From an optimization exercise on the open Yosys and OpenROAD flow, aimed at small area and a short achievable clock period; shortcuts taken in it are not production practice.
Only simulation tests tie the RTL to the original design; equivalence was not proved.
No driver is modelled on the clock port, so clock power and skew are understated where the tree is cut down; a real chip needs a root buffer or a tree.
Power and IR drop assume default switching activity.

// alu_top
module alu_top(clk, a, b, op, out, carry_out, over_flow, zero);
Settings: LEC_CHECK=0, CAP_MARGIN=20, CORE_MARGIN=2, CORE_UTILIZATION=55, SLEW_MARGIN=20, SYNTH_HIERARCHICAL=1; clock period 14.5 ns.
standard.sh (not shown) runs the stock make flow with config.mk's settings and CLKGATE_MAP_FILE= SYNTH_SCRIPT=/design/flow/synth_recipe.tcl, a recipe that flattens the netlist after the stock synthesis.
==> flow/flow/run.sh <==
#!/bin/bash
# The standard layout (standard.sh) with these changes to how it is made:
#  - the port buffers are sky130 buf_1 rather than the resizer's default pick;
#  - before floorplanning every combinational cell is set to drive strength 1
#    (flow/downsize.tcl), so only the resizer's timing repair sizes cells up;
#  - the timing repair aims at a setup slack margin of SETUP_MARGIN ns;
#  - the clock port drives MCTS_K buffers that each drive the flip-flops of
#    one region (flow/cts_hook.tcl), instead of TritonCTS's two-level tree.
# Each tool's output goes to ORFS's own per-step logs under orfs/logs; make's
# output goes to standard.log.
export BUFFER_PORTS_ARGS="-buffer_cell sky130_fd_sc_hd__buf_1"
export SETUP_SLACK_MARGIN=${SETUP_MARGIN:-10.7}
export PRE_FLOORPLAN_TCL=$PWD/flow/downsize.tcl
export MCTS_K=${MCTS_K:-4}
export MCTS_CELL=${MCTS_CELL:-sky130_fd_sc_hd__buf_12}
export PRE_CTS_TCL=$PWD/flow/cts_hook.tcl
bash standard.sh > standard.log 2>&1
Other scripts of this flow, unchanged in this note and not shown: flow/flow/cts_hook.tcl, flow/flow/downsize.tcl
Then changed:
Settings changed: CORE_UTILIZATION 55 to 30.
Effect: Sequential power goes up slightly; hold slack gains 0.034 ns; cell count came out higher by roughly a tenth; routed wire length rose by about a fifth; global-route usage shrinks by 6.7 points; sequential cell count is unchanged; sequential share of layout area decreases by 0.64 points; final area went up slightly; power is higher slightly; clock skew barely changes; first-iteration DRC count increases by a quarter to a third.
No run of this note takes its clock network from TritonCTS; it comes from the design's own scripts or RTL.

## run 1
alu_top, a different RTL version from the one above (not shown whole).
Size in the first run: roughly 100 I/O pins.
==> flow/config.mk <==
export PLATFORM = sky130hd
export DESIGN_NAME = alu_top
export DESIGN_NICKNAME = alu_top
export VERILOG_FILES = /design/flow/design.v
export SDC_FILE = /design/flow/constraint.sdc
export NUM_CORES = 4
export LEC_CHECK = 0
export CAP_MARGIN = 20
export CORE_MARGIN = 2
export CORE_UTILIZATION = 65
export PLACE_DENSITY = 0.75
export SLEW_MARGIN = 20
export SYNTH_HIERARCHICAL = 1
==> flow/constraint.sdc <==
create_clock -name core_clock -period 14.5 [get_ports {clk}]
set_input_delay 2.9000 -clock core_clock [delete_from_list [all_inputs] [get_ports {clk}]]
set_output_delay 2.9000 -clock core_clock [all_outputs]
set_load 0.01 [all_outputs]
==> flow/flow/run.sh <==
#!/bin/bash
# The standard layout (standard.sh) with three changes to how it is made:
#  - the port buffers are sky130 buf_1 rather than the resizer's default pick;
#  - before floorplanning every combinational cell is set to drive strength 1
#    (flow/downsize.tcl), so only the resizer's timing repair sizes cells up;
#  - the timing repair aims at a setup slack margin of SETUP_MARGIN ns;
#  - the clock port drives MCTS_K buffers that each drive the flip-flops of
#    one region (flow/cts_hook.tcl), instead of TritonCTS's two-level tree.
# Each tool's output goes to ORFS's own per-step logs under orfs/logs; make's
# output goes to standard.log.
export BUFFER_PORTS_ARGS="-buffer_cell sky130_fd_sc_hd__buf_1"
export SETUP_SLACK_MARGIN=${SETUP_MARGIN:-10.8}
export PRE_FLOORPLAN_TCL=$PWD/flow/downsize.tcl
export MCTS_K=${MCTS_K:-4}
export MCTS_CELL=${MCTS_CELL:-sky130_fd_sc_hd__buf_12}
export PRE_CTS_TCL=$PWD/flow/cts_hook.tcl
bash standard.sh > standard.log 2>&1
Other scripts of this flow, unchanged in this note and not shown: flow/flow/cts_hook.tcl, flow/flow/downsize.tcl
Run 1 finished every stage and its layout cleared the timing, design-rule and antenna checks.
## Diff of input files: run 2 against run 1
# run 1
export LEC_CHECK = 0
export CAP_MARGIN = 20
export CORE_MARGIN = 2
export CORE_UTILIZATION = 65
export PLACE_DENSITY = 0.75
export SLEW_MARGIN = 20
export SYNTH_HIERARCHICAL = 1
create_clock -name core_clock -period 14.5 [get_ports {clk}]
# run 2
export LEC_CHECK = 0
export CAP_MARGIN = 20
export CORE_MARGIN = 2
export CORE_UTILIZATION = 40
export SLEW_MARGIN = 20
export SYNTH_HIERARCHICAL = 1
create_clock -name core_clock -period 14.5 [get_ports {clk}]
--- a/flow/flow/run.sh
+++ b/flow/flow/run.sh
@@ -10,5 +10,5 @@
 # output goes to standard.log.
 export BUFFER_PORTS_ARGS="-buffer_cell sky130_fd_sc_hd__buf_1"
-export SETUP_SLACK_MARGIN=${SETUP_MARGIN:-10.8}
+export SETUP_SLACK_MARGIN=${SETUP_MARGIN:-10.65}
 export PRE_FLOORPLAN_TCL=$PWD/flow/downsize.tcl
 export MCTS_K=${MCTS_K:-4}
### Flow results
- Looking at the reports, run 2 completed the entire flow and the layout it produced met the timing, design-rule and antenna checks.
- Diff run 1 -> run 2: number of vias in the routed layout lost 4.6%, instance count along the most critical hold path rose 1, power density of the placed cells saw little to no change, cell count shows an increase of 9.4%, power share of the combinational group fell 0.9 points.
- In the reports for run 2 and run 1, the larger cell depth of the worst flop-to-flop path belongs to run 1.
- Changes observed in run 2 relative to run 1: worst supply voltage drop on vdd went down 38%; total internal power went down about 0.9%.
## Diff of input files: run 3 against run 2
--- a/flow/flow/run.sh
+++ b/flow/flow/run.sh
@@ -10,5 +10,5 @@
 # output goes to standard.log.
 export BUFFER_PORTS_ARGS="-buffer_cell sky130_fd_sc_hd__buf_1"
-export SETUP_SLACK_MARGIN=${SETUP_MARGIN:-10.65}
+export SETUP_SLACK_MARGIN=${SETUP_MARGIN:-10.5}
 export PRE_FLOORPLAN_TCL=$PWD/flow/downsize.tcl
 export MCTS_K=${MCTS_K:-4}
- The flow did not stop early for run 3: all stages ran, and the layout cleared the timing, design-rule and antenna checks.
- Lower number of DRC violations after detailed-routing iteration 0 among run 3 and run 2: run 3
- Run 3 against run 2: share of total power in combinational logic went down, final worst-path cycle share went up, total power went down.
For run 4, these inputs were changed with respect to run 3:
--- a/flow/flow/run.sh
+++ b/flow/flow/run.sh
@@ -10,5 +10,5 @@
 # output goes to standard.log.
 export BUFFER_PORTS_ARGS="-buffer_cell sky130_fd_sc_hd__buf_1"
-export SETUP_SLACK_MARGIN=${SETUP_MARGIN:-10.5}
+export SETUP_SLACK_MARGIN=${SETUP_MARGIN:-10.9}
 export PRE_FLOORPLAN_TCL=$PWD/flow/downsize.tcl
 export MCTS_K=${MCTS_K:-4}
[summary]
- Of the two candidates, run 3 has the worse minimum clock period after layout and run 4 the better one.
- Going from run 3 to run 4, the number of stages on the worst setup path was found to have gone down by 14.
- Status: instance area at placement parity (run 3, run 4)
- Run 4 ended up with a lower worst hold path depth than run 3 did.
- Summary of run 4 over run 3: layout cell share with drive strength beyond 1 moved up; worst setup slack after layout moved up; net total in the final layout moved up.
No run of this note takes its clock network from TritonCTS; it comes from the design's own scripts or RTL.

==> separate check: timing with driven ports <==
Ports are ideal in the flow. The routed layouts listed here were re-timed in OpenROAD. Step 1, drivers: a clkbuf_16 drives clk and a buf_2 each remaining input, both assumed. Step 2 times the ports against the registers' clock, not the clock port: input delays grow and output delays shrink by t, the midpoint of the rising clock arrivals with the driver on. a / b / c = ideal / step 1 / step 2; a / b = the first two.
run | t, ns | slack for setup (ns) | cell pins on the clock port's net
the first run of note 1 | 0.206 | 10.881 / 10.870 / 10.881 | 4
the second run of note 1 | 0.216 | 10.914 / 10.832 / 11.014 | 4
run 1 | 0.207 | 10.916 / 10.841 / 10.973 | 4
run 2 | 0.210 | 10.922 / 10.849 / 10.922 | 4
run 3 | 0.211 | 10.841 / 10.841 / 10.841 | 4
run 4 | 0.208 | 10.943 / 10.864 / 11.041 | 4
After both steps setup and hold are still met in every run listed.
